What follows belongs to an exercise in optimizing a design on an open flow for small area; a production flow would make more cautious choices.
RTL that was checked went through simulation tests only; none was proved equivalent to the original.
No activity file was given, so power comes from the tool's default toggle rates.

==> run a: inputs <==
==> flow/design.v <==
module boxing_top(
	input  wire       clk,
	input  wire       rst_n,
	input  wire       ps2k_clk,
	input  wire       ps2k_data,
	output wire [1:0] state1,
	output wire [1:0] state2,
	output wire [4:0] led1,
	output wire [4:0] led2,
	output wire [3:0] p1_tens,
	output wire [3:0] p1_ones,
	output wire [3:0] p2_tens,
	output wire [3:0] p2_ones,
	output wire       win
);
	reg r0, r1, r2;
	reg [3:0] num;
	reg vs;
	localparam [2:0] CN = 3'd0, CA = 3'd1, CF = 3'd2, CK = 3'd3, CS = 3'd4, CJ = 3'd5;
	reg [2:0] cd;
	wire neg = ~r1 & r2;
	wire n10 = num[3] & num[1];
	wire isA  = cd == CA;
	wire isS  = cd == CS;
	wire isJ  = cd == CJ;
	wire isK  = cd == CK;
	wire isF0 = cd == CF;
	wire valid = cd != CN;
	always @(posedge clk) begin
		if (!rst_n) begin
			r0 <= 1'b0; r1 <= 1'b0; r2 <= 1'b0;
			num <= 4'd0;
			vs <= 1'b0;
		end else begin
			r0 <= ps2k_clk; r1 <= r0; r2 <= r1;
			if (neg) num <= n10 ? 4'd0 : num + 4'd1;
			vs <= n10 & valid;
		end
	end
	wire d = ps2k_data;
	reg [7:0] ex;
	always @(*) begin
		case (cd)
			CA: ex = 8'b00111000;
			CF: ex = 8'b11100001;
			CK: ex = 8'b10000100;
			CS: ex = 8'b00110110;
			CJ: ex = 8'b01110110;
			default: ex = 8'b00000000;
		endcase
	end
	wire hit = (d == ex[num[2:0]]) & (cd != CN);
	reg [2:0] cn;
	always @(*) begin
		if (num[2:0] == 3'd1) cn = d ? CS : CA;
		else if (num[2:0] == 3'd2 && cd == CA && d) cn = CK;
		else if (num[2:0] == 3'd3 && cd == CA && !d) cn = CF;
		else if (num[2:0] == 3'd6 && cd == CS && d) cn = CJ;
		else cn = hit ? cd : CN;
	end
	always @(posedge clk)
		if (neg && num != 4'd0 && (!num[3] || num == 4'd8))
			cd <= cn;
	reg x1, x2, acc, accd, brk;
	reg [3:0] tmp;
	reg [3:0] cnt;
	reg [1:0] act1, act2;
	always @(posedge clk) begin
		if (!rst_n) begin
			x1 <= 1'b0; x2 <= 1'b0; acc <= 1'b0; accd <= 1'b0; brk <= 1'b0;
			tmp <= 4'd0; cnt <= 4'd13; act1 <= 2'd0; act2 <= 2'd0;
		end else begin
			x1 <= vs; x2 <= vs ^ x1; acc <= x2; accd <= acc;
			if (accd & x1) begin
				if (isA | isS | isJ | isK) brk <= 1'b0;
				else brk <= 1'b1;
				if (isA) tmp[3] <= ~brk;
				if (isS) tmp[2] <= ~brk;
				if (isJ) tmp[1] <= ~brk;
				if (isK) tmp[0] <= ~brk;
			end
			if (cnt == 4'd0) begin
				cnt <= 4'd12;
				act1 <= tmp[3:2];
				act2 <= tmp[1:0];
			end else cnt <= cnt - 4'd1;
		end
	end
	reg [2:0] ph;
	always @(posedge clk)
		if (!rst_n) ph <= 3'd0; else ph <= ph + 3'd1;
	wire tick = ph == 3'd1;
	reg jr;		 
	always @(posedge clk) jr <= ~rst_n;
	wire [1:0] sd1, sd2;
	wire [2:0] lc1, lc2;
	wire en1, en2;
	player u_p1(.clk(clk), .rst_n(rst_n), .tick(tick), .act(act1), .state_out(state1),
		.state(sd1), .lc(lc1), .entry(en1));
	player u_p2(.clk(clk), .rst_n(rst_n), .tick(tick), .act(act2), .state_out(state2),
		.state(sd2), .lc(lc2), .entry(en2));
	wire pa1 = (ph == 3'd3) & en1;
	wire pa2 = (ph == 3'd3) & en2;
	reg [1:0] t1;
	reg [3:0] o1;
	wire z1 = o1 == 4'd0;
	assign win = t1[1] | (~t1[0] & z1);
	wire [1:0] k2 = sd2[1] ? 2'd3 : sd2[0] ? 2'd1 : 2'd2;
	wire [1:0] k1 = sd1[1] ? 2'd3 : sd1[0] ? 2'd1 : 2'd2;
	wire [4:0] up = {1'b0, o1} + {3'd0, k2};
	wire [4:0] dn = {1'b0, o1} - {3'd0, k1};
	always @(posedge clk) begin
		if (!rst_n) begin t1 <= 2'd1; o1 <= 4'd0; end
		else if (!win) begin
			if (pa1) begin
				if (t1[0] & (up >= 5'd10)) begin t1 <= 2'd2; o1 <= 4'd0; end
				else if (up >= 5'd10) begin t1 <= 2'd1; o1 <= up[3:0] - 4'd10; end
				else o1 <= up[3:0];
			end else if (pa2) begin
				if (~t1[0] & (o1 <= {2'd0, k1})) begin t1 <= 2'd0; o1 <= 4'd0; end
				else if (dn[4]) begin t1 <= 2'd0; o1 <= dn[3:0] + 4'd10; end
				else o1 <= dn[3:0];
			end
		end
	end
	assign p1_tens = {2'd0, t1};
	assign p1_ones = o1;
	assign p2_tens = {2'd0, z1 ? ~t1[0] & ~t1[1] : 1'b0, z1 ? t1[0] : ~t1[0] & ~t1[1]};
	assign p2_ones = z1 ? 4'd0 : 4'd10 - o1;
	ledpat u_l1(.jr(jr), .state(sd1), .lc(lc1), .out(led1));
	ledpat u_l2(.jr(jr), .state(sd2), .lc(lc2), .out(led2));
endmodule
module bcd(input wire [4:0] v, output wire [3:0] tens, output wire [3:0] ones);
	assign tens = (v >= 5'd20) ? 4'd2 : (v >= 5'd10) ? 4'd1 : 4'd0;
	assign ones = (v >= 5'd20) ? 4'd0 : (v >= 5'd10) ? v[3:0] - 4'd10 : v[3:0];
endmodule
module ledpat(input wire jr, input wire [1:0] state, input wire [2:0] lc, output reg [4:0] out);
	always @(*) begin
		if (jr) out = 5'b11111;
		else case (state)
			2'b10: out = lc[2] ? 5'b11111 : lc[1] ? (lc[0] ? 5'b01111 : 5'b00111) : (lc[0] ? 5'b00011 : 5'b00001);
			2'b11: out = lc[2] ? 5'b00001 : lc[1] ? (lc[0] ? 5'b00010 : 5'b00100) : (lc[0] ? 5'b01000 : 5'b10000);
			2'b01: out = lc[2] ? 5'b00000 : lc[1] ? (lc[0] ? 5'b10001 : 5'b10011) : (lc[0] ? 5'b10111 : 5'b11111);
			default: out = 5'b00000;
		endcase
	end
endmodule
module player(input wire clk, input wire rst_n, input wire tick, input wire [1:0] act,
	output wire [1:0] state_out, output wire [1:0] state, output reg [2:0] lc, output wire entry);
	reg [2:0] f;
	reg nw;
	reg [2:0] o;
	reg [4:0] d;
	reg trig;
	assign state = f[2:1];
	assign entry = f[2] & f[1] & nw;
	wire f_apt = f == 3'b100;
	wire f_art = f == 3'b110;
	wire f_dht = f == 3'b010;
	wire f_drt = f == 3'b001;
	wire acting = |f;
	reg [2:0] fn;
	always @(*) begin
		fn = f;
		if (acting) begin
			if (trig) begin
				if (!nw) begin
					if (f_drt | f_art) fn = 3'b000;
					else if (f_dht) fn = 3'b001;
					else fn = 3'b110;
				end
			end else if (f_dht && act == 2'b00) fn = 3'b001;
		end else begin
			case (act)
				2'b00: fn = 3'b000;
				2'b10: fn = 3'b100;
				default: fn = 3'b010;
			endcase
		end
	end
	wire chg = fn != f;
	wire [4:0] lim = (fn == 3'b100) ? 5'b10111 : (fn == 3'b110) ? 5'b10000 : (fn == 3'b010) ? 5'b01111 : 5'b00001;
	wire wrap = d == 5'b00001;
	wire [2:0] co = nw ? 3'd0 : o;
	assign state_out = tick ? fn[2:1] : f[2:1];
	always @(posedge clk) begin
		if (!rst_n) begin
			f <= 3'b000;
			trig <= 1'b0;
		end else if (tick) begin
			f <= fn;
			if (acting) trig <= trig ? 1'b0 : (o[2] & ~lc[2]);
		end
	end
	always @(posedge clk) begin
		if (tick) begin
			if (!acting) o <= 3'd0;
			else if (wrap) o <= co[2] ? 3'd0 : co + 3'd1;
			else o <= co;
			d <= (chg | wrap) ? lim : {d[3:0], d[4] ^ d[2]};
			nw <= chg;
			lc <= o;
		end
	end
endmodule
==> flow/flow/run.sh <==
#!/bin/bash
# Standard ORFS layout with two changes: the port buffers are buf_1 cells
# and clock tree synthesis adds no dummy loads.
set -euo pipefail
cat >> config.mk <<'EOC'
export BUFFER_PORTS_ARGS = -buffer_cell sky130_fd_sc_hd__buf_1
export CTS_ARGS = -sink_clustering_enable -repair_clock_nets -dont_use_dummy_load -buf_list sky130_fd_sc_hd__clkbuf_4 -sink_clustering_size 16 -sink_clustering_max_diameter 100
EOC
bash standard.sh finish > standard_flow.log 2>&1
==> flow/standard.sh <==
#!/bin/bash
# synth_recipe.tcl (not shown) runs the flow's synth.tcl, then flattens the netlist and writes it again
# the make line also repeats each setting of config.mk as NAME=value (left out here)
make -C /OpenROAD-flow-scripts/flow DESIGN_CONFIG=/design/flow/config.mk WORK_HOME=/design/flow/orfs CLKGATE_MAP_FILE= SYNTH_SCRIPT=/design/flow/synth_recipe.tcl "${@:-finish}"
==> flow/config.mk <==
export PLATFORM = sky130hd
export DESIGN_NAME = boxing_top
export DESIGN_NICKNAME = boxing_top
export VERILOG_FILES = /design/flow/design.v
export SDC_FILE = /design/flow/constraint.sdc
export NUM_CORES = 4
export LEC_CHECK = 0
export ABC_AREA = 1
export CAP_MARGIN = 20
export CORE_MARGIN = 2
export CORE_UTILIZATION = 60
export SLEW_MARGIN = 20
export BUFFER_PORTS_ARGS = -buffer_cell sky130_fd_sc_hd__buf_1
export CTS_ARGS = -sink_clustering_enable -repair_clock_nets -dont_use_dummy_load -buf_list sky130_fd_sc_hd__clkbuf_4 -sink_clustering_size 16 -sink_clustering_max_diameter 100
==> flow/constraint.sdc <==
create_clock -name core_clock -period 10.0 [get_ports {clk}]
set_input_delay 2.0000 -clock core_clock [delete_from_list [all_inputs] [get_ports {clk}]]
set_output_delay 2.0000 -clock core_clock [all_outputs]
set_load 0.01 [all_outputs]
==> run b (differences from run a) <==
==> flow/design.v, changed modules only <==
module boxing_top(
	input  wire       clk,
	input  wire       rst_n,
	input  wire       ps2k_clk,
	input  wire       ps2k_data,
	output wire [1:0] state1,
	output wire [1:0] state2,
	output wire [4:0] led1,
	output wire [4:0] led2,
	output wire [3:0] p1_tens,
	output wire [3:0] p1_ones,
	output wire [3:0] p2_tens,
	output wire [3:0] p2_ones,
	output wire       win
);
	reg r0, r1, r2;
	reg [3:0] num;
	reg [7:0] sh;
	reg vs;
	wire neg = ~r1 & r2;
	wire n10 = num[3] & num[1];
	wire isA  = sh == 8'h1c;
	wire isS  = sh == 8'h1b;
	wire isJ  = sh == 8'h3b;
	wire isK  = sh == 8'h42;
	wire isF0 = sh == 8'hf0;
	wire valid = isA | isS | isJ | isK | isF0;
	always @(posedge clk) begin
		if (!rst_n) begin
			r0 <= 1'b0; r1 <= 1'b0; r2 <= 1'b0;
			num <= 4'd0;
			vs <= 1'b0;
		end else begin
			r0 <= ps2k_clk; r1 <= r0; r2 <= r1;
			if (neg) num <= n10 ? 4'd0 : num + 4'd1;
			vs <= n10 & valid;
		end
	end
	always @(posedge clk)
		if (neg && num != 4'd0 && (!num[3] || num == 4'd8))
			sh <= {ps2k_data, sh[7:1]};
	reg x1, x2, acc, accd, brk;
	reg [3:0] tmp;
	reg [3:0] cnt;
	reg [1:0] act1, act2;
	always @(posedge clk) begin
		if (!rst_n) begin
			x1 <= 1'b0; x2 <= 1'b0; acc <= 1'b0; accd <= 1'b0; brk <= 1'b0;
			tmp <= 4'd0; cnt <= 4'd13; act1 <= 2'd0; act2 <= 2'd0;
		end else begin
			x1 <= vs; x2 <= vs ^ x1; acc <= x2; accd <= acc;
			if (accd & x1) begin
				if (isA | isS | isJ | isK) brk <= 1'b0;
				else brk <= 1'b1;
				if (isA) tmp[3] <= ~brk;
				if (isS) tmp[2] <= ~brk;
				if (isJ) tmp[1] <= ~brk;
				if (isK) tmp[0] <= ~brk;
			end
			if (cnt == 4'd0) begin
				cnt <= 4'd12;
				act1 <= tmp[3:2];
				act2 <= tmp[1:0];
			end else cnt <= cnt - 4'd1;
		end
	end
	reg [2:0] ph;
	always @(posedge clk)
		if (!rst_n) ph <= 3'd0; else ph <= ph + 3'd1;
	wire tick = ph == 3'd1;
	reg jr;		 
	always @(posedge clk) jr <= ~rst_n;
	wire [1:0] sd1, sd2;
	wire [2:0] lc1, lc2;
	wire en1, en2;
	player u_p1(.clk(clk), .rst_n(rst_n), .tick(tick), .act(act1), .state_out(state1),
		.state(sd1), .lc(lc1), .entry(en1));
	player u_p2(.clk(clk), .rst_n(rst_n), .tick(tick), .act(act2), .state_out(state2),
		.state(sd2), .lc(lc2), .entry(en2));
	wire pa1 = (ph == 3'd3) & en1;
	wire pa2 = (ph == 3'd3) & en2;
	reg [4:0] pt;
	assign win = (pt == 5'd0) | (pt == 5'd20);
	wire [1:0] k2 = sd2[1] ? 2'd3 : sd2[0] ? 2'd1 : 2'd2;
	wire [1:0] k1 = sd1[1] ? 2'd3 : sd1[0] ? 2'd1 : 2'd2;
	wire [4:0] q2 = 5'd20 - pt;
	always @(posedge clk) begin
		if (!rst_n) pt <= 5'd10;
		else if (!win) begin
			if (pa1) pt <= (q2 > {3'd0, k2}) ? pt + {3'd0, k2} : 5'd20;
			else if (pa2) pt <= (pt > {3'd0, k1}) ? pt - {3'd0, k1} : 5'd0;
		end
	end
	bcd u_b1(.v(pt), .tens(p1_tens), .ones(p1_ones));
	bcd u_b2(.v(q2), .tens(p2_tens), .ones(p2_ones));
	ledpat u_l1(.jr(jr), .state(sd1), .lc(lc1), .out(led1));
	ledpat u_l2(.jr(jr), .state(sd2), .lc(lc2), .out(led2));
endmodule
==> flow/run.sh (new file) <==
#!/bin/bash
# synth_recipe.tcl (not shown) runs the flow's synth.tcl, then flattens the netlist and writes it again
# the make line also repeats each setting of config.mk as NAME=value (left out here)
make -C /OpenROAD-flow-scripts/flow DESIGN_CONFIG=/design/flow/config.mk WORK_HOME=/design/flow/orfs CLKGATE_MAP_FILE= SYNTH_SCRIPT=/design/flow/synth_recipe.tcl finish
- BUFFER_PORTS_ARGS: -buffer_cell sky130_fd_sc_hd__buf_1 -> unset
- CTS_ARGS: -sink_clustering_enable -repair_clock_nets -dont_use_dummy_load -buf_list sky130_fd_sc_hd__clkbuf_4 -sink_clustering_size 16 -sink_clustering_max_diameter 100 -> unset
- CTS_BUF_LIST: unset -> sky130_fd_sc_hd__clkbuf_8
- CTS_CLUSTER_DIAMETER: unset -> 200
- CTS_CLUSTER_SIZE: unset -> 50
removed: flow/flow/run.sh
removed: flow/standard.sh
==> qor summary <==
quantity	run a	run b
Run status	complete, no violations	complete, no violations
Total die area	0.00780 sq mm	0.00811 sq mm
Switching power summed over all nets	193 uW	186 uW
Met2 capacity usage during global routing	40.4%	41.2%
Switching share of power	32.0%	26.8%
Area of the multi-input gates	0.00217 sq mm	0.00221 sq mm
Clock input transition at the sequential cells of the worst setup and hold paths	0.10 ns	0.07 ns
Post-synthesis instance area	0.00426 sq mm	0.00444 sq mm
Timing-limited maximum frequency	249 MHz	200 MHz
Met1 track utilization from global routing	31.1%	29.4%
Clock group	129 uW	241 uW
Mean routed wirelength per cell	12.0 microns	12.6 microns
Sink of the worst hold path	accd$_SDFF_PN0_	acc$_SDFF_PN0_
Non-clock inverter count	96	99
First element of the critical path	ph[0]$_SDFF_PN0_	ph[1]$_SDFF_PN0_
FF+latch count	70	74
Synthesized-area fraction occupied by xor and xnor cells	1.64%	1.97%
Overall power consumption	604 uW	695 uW
Transition at the pin with the smallest max-transition slack	0.537 ns	0.975 ns
Share of the final layout cell area in multi-input gates	48.1%	44.1%
Global-route wire length before repair	14800 microns	15900 microns
Worst reg2reg path depth	13	6
Only the layout flow was run in run a; the RTL was not checked for function there.


==> nickel <==
boxing_top, a different RTL version from the one above (not shown whole).
==> flow/config.mk <==
export PLATFORM = sky130hd
export DESIGN_NAME = boxing_top
export DESIGN_NICKNAME = boxing_top
export VERILOG_FILES = /design/flow/design.v
export SDC_FILE = /design/flow/constraint.sdc
export NUM_CORES = 4
export LEC_CHECK = 0
export ABC_AREA = 1
export CAP_MARGIN = 20
export CORE_MARGIN = 2
export CORE_UTILIZATION = 60
export SLEW_MARGIN = 20
export BUFFER_PORTS_ARGS = -buffer_cell sky130_fd_sc_hd__buf_1
export CTS_ARGS = -sink_clustering_enable -repair_clock_nets -dont_use_dummy_load -buf_list sky130_fd_sc_hd__clkbuf_16 -sink_clustering_size 70 -sink_clustering_max_diameter 500
==> flow/constraint.sdc <==
create_clock -name core_clock -period 10.0 [get_ports {clk}]
set_input_delay 2.0000 -clock core_clock [delete_from_list [all_inputs] [get_ports {clk}]]
set_output_delay 2.0000 -clock core_clock [all_outputs]
set_load 0.01 [all_outputs]
standard.sh (not shown) runs the stock make flow with config.mk's settings and CLKGATE_MAP_FILE= SYNTH_SCRIPT=/design/flow/synth_recipe.tcl, a recipe that flattens the netlist after the stock synthesis.
==> flow/flow/run.sh <==
#!/bin/bash
# Standard ORFS layout with two changes: the port buffers are buf_1 cells
# and clock tree synthesis adds no dummy loads.
set -euo pipefail
cat >> config.mk <<'EOC'
export BUFFER_PORTS_ARGS = -buffer_cell sky130_fd_sc_hd__buf_1
export CTS_ARGS = -sink_clustering_enable -repair_clock_nets -dont_use_dummy_load -buf_list sky130_fd_sc_hd__clkbuf_16 -sink_clustering_size 70 -sink_clustering_max_diameter 500
EOC
bash standard.sh finish > standard_flow.log 2>&1
==> harbor (differences from nickel) <==
==> flow/flow/run.sh (replaced) <==
#!/bin/bash
# Standard ORFS layout with two changes: the port buffers are buf_1 cells
# and clock tree synthesis adds no dummy loads.
set -euo pipefail
cat >> config.mk <<'EOC'
export BUFFER_PORTS_ARGS = -buffer_cell sky130_fd_sc_hd__buf_1
export RECOVER_POWER = 100
export CTS_ARGS = -sink_clustering_enable -repair_clock_nets -dont_use_dummy_load -buf_list sky130_fd_sc_hd__clkbuf_4 -sink_clustering_size 16 -sink_clustering_max_diameter 100
EOC
bash standard.sh finish > standard_flow.log 2>&1
--- a/flow/config.mk
+++ b/flow/config.mk
@@ -13,2 +13,3 @@
 export BUFFER_PORTS_ARGS = -buffer_cell sky130_fd_sc_hd__buf_1
-export CTS_ARGS = -sink_clustering_enable -repair_clock_nets -dont_use_dummy_load -buf_list sky130_fd_sc_hd__clkbuf_16 -sink_clustering_size 70 -sink_clustering_max_diameter 500
+export RECOVER_POWER = 100
+export CTS_ARGS = -sink_clustering_enable -repair_clock_nets -dont_use_dummy_load -buf_list sky130_fd_sc_hd__clkbuf_4 -sink_clustering_size 16 -sink_clustering_max_diameter 100
==> maple (differences from nickel) <==
==> flow/flow/run.sh (replaced) <==
#!/bin/bash
# Standard ORFS layout with two changes: the port buffers are buf_1 cells
# and clock tree synthesis adds no dummy loads.
set -euo pipefail
cat >> config.mk <<'EOC'
export BUFFER_PORTS_ARGS = -buffer_cell sky130_fd_sc_hd__buf_1
export CTS_ARGS = -sink_clustering_enable -repair_clock_nets -dont_use_dummy_load -buf_list sky130_fd_sc_hd__clkbuf_8 -sink_clustering_size 35 -sink_clustering_max_diameter 500
EOC
bash standard.sh finish > standard_flow.log 2>&1
--- a/flow/config.mk
+++ b/flow/config.mk
@@ -13,2 +13,2 @@
 export BUFFER_PORTS_ARGS = -buffer_cell sky130_fd_sc_hd__buf_1
-export CTS_ARGS = -sink_clustering_enable -repair_clock_nets -dont_use_dummy_load -buf_list sky130_fd_sc_hd__clkbuf_16 -sink_clustering_size 70 -sink_clustering_max_diameter 500
+export CTS_ARGS = -sink_clustering_enable -repair_clock_nets -dont_use_dummy_load -buf_list sky130_fd_sc_hd__clkbuf_8 -sink_clustering_size 35 -sink_clustering_max_diameter 500
==> juniper (differences from nickel) <==
==> flow/flow/run.sh (replaced) <==
#!/bin/bash
# Standard ORFS layout with two changes: the port buffers are buf_1 cells
# and clock tree synthesis adds no dummy loads.
set -euo pipefail
cat >> config.mk <<'EOC'
export BUFFER_PORTS_ARGS = -buffer_cell sky130_fd_sc_hd__buf_1
export CTS_ARGS = -sink_clustering_enable -repair_clock_nets -dont_use_dummy_load -buf_list sky130_fd_sc_hd__clkbuf_4 -sink_clustering_size 16 -sink_clustering_max_diameter 100
EOC
bash standard.sh finish > standard_flow.log 2>&1
--- a/flow/config.mk
+++ b/flow/config.mk
@@ -13,2 +13,2 @@
 export BUFFER_PORTS_ARGS = -buffer_cell sky130_fd_sc_hd__buf_1
-export CTS_ARGS = -sink_clustering_enable -repair_clock_nets -dont_use_dummy_load -buf_list sky130_fd_sc_hd__clkbuf_16 -sink_clustering_size 70 -sink_clustering_max_diameter 500
+export CTS_ARGS = -sink_clustering_enable -repair_clock_nets -dont_use_dummy_load -buf_list sky130_fd_sc_hd__clkbuf_4 -sink_clustering_size 16 -sink_clustering_max_diameter 100
==> qor.yml <==
status:
  status: "complete, no violations"
power_and_ir_drop:
  p_clk_frac: 0.221
  pwr.group.clock_mw: 0.123
routing:
  wl_met1_um: 4014
  routedWlPerCell_um: 12.63
timing:
  finClkSkew_ps: 23.84
final_layout:
  multi_input_area_share: 0.4962
[end of results for juniper]
==> qor.yml <==
synth:
  synth_edf_count: 0
routing:
  wl_met1_um: 4008
  routedWlPerCell_um: 12.68
final_layout:
  multi_input_area_share: 0.4891
timing:
  finClkSkew_ps: 16.27
power_and_ir_drop:
  p_clk_frac: 0.278
status:
  status: "complete, no violations"
[end of results for maple]
==> qor.yml <==
status:
  status: "complete, no violations"
synth:
  synth_edf_count: 0
power_and_ir_drop:
  p_clk_frac: 0.224
  peakVddDrop_uv: 122.3
  pwr.group.clock_mw: 0.125
  seqPwrFrac: 0.560
routing:
  routedWlPerCell_um: 12.65
  routed_wl_um: 8085
  wl_met1_um: 4007
timing:
  hold_slack_ps: 436.8
  finClkSkew_ps: 28.90
final_layout:
  multi_input_area_share: 0.4935
[end of results for harbor]
==> qor.yml <==
final_layout:
  layout.nets: 576
  multi_input_area_share: 0.4769
routing:
  wl_met1_um: 3972
  viasPerCell: 5.446
  routedWlPerCell_um: 12.54
timing:
  finClkSkew_ps: 11.87
cts:
  cts_tree: "yes"
status:
  status: "complete, no violations"
global_routing:
  track_usage: 0.2527
placed_design:
  globalplace.congestion: 0.8801
power_and_ir_drop:
  p_clk_frac: 0.367
  pwr.group.clock_mw: 0.253
  p_int_mw: 0.4952
[end of results for nickel]

==> port drivers added, routing unchanged <==
Ports are ideal in the flow. The routed layouts listed here were re-timed in OpenROAD. Step 1 assumes that a clkbuf_16 drives the clock port and a buf_2 every other input. Step 2 also shifts input and output timing later by t, the mid clock arrival at the registers, as if the neighbouring blocks saw the same clock. Slacks: ideal ports / drivers / drivers and shift; pairs: ideal ports / drivers.
| run | t (ns) | setup WS [ns] | clock arrival spread, ns | worst register clock-pin slew, ns |
|---|---|---|---|---|
| run a | 0.407 | 5.990 / 5.963 / 6.370 | 0.033 / 0.033 | 0.11 / 0.11 |
| run b | 0.373 | 5.000 / 4.970 / 5.343 | 0.010 / 0.010 | 0.08 / 0.08 |
| nickel | 0.350 | 5.643 / 5.611 / 5.961 | 0.012 / 0.012 | 0.05 / 0.05 |
| harbor | 0.434 | 4.639 / 4.611 / 5.046 | 0.029 / 0.029 | 0.11 / 0.11 |
| maple | 0.371 | 5.621 / 5.591 / 5.962 | 0.016 / 0.016 | 0.07 / 0.07 |
| juniper | 0.434 | 5.547 / 5.519 / 5.953 | 0.024 / 0.024 | 0.11 / 0.11 |
After both steps setup and hold are still met in every run listed.
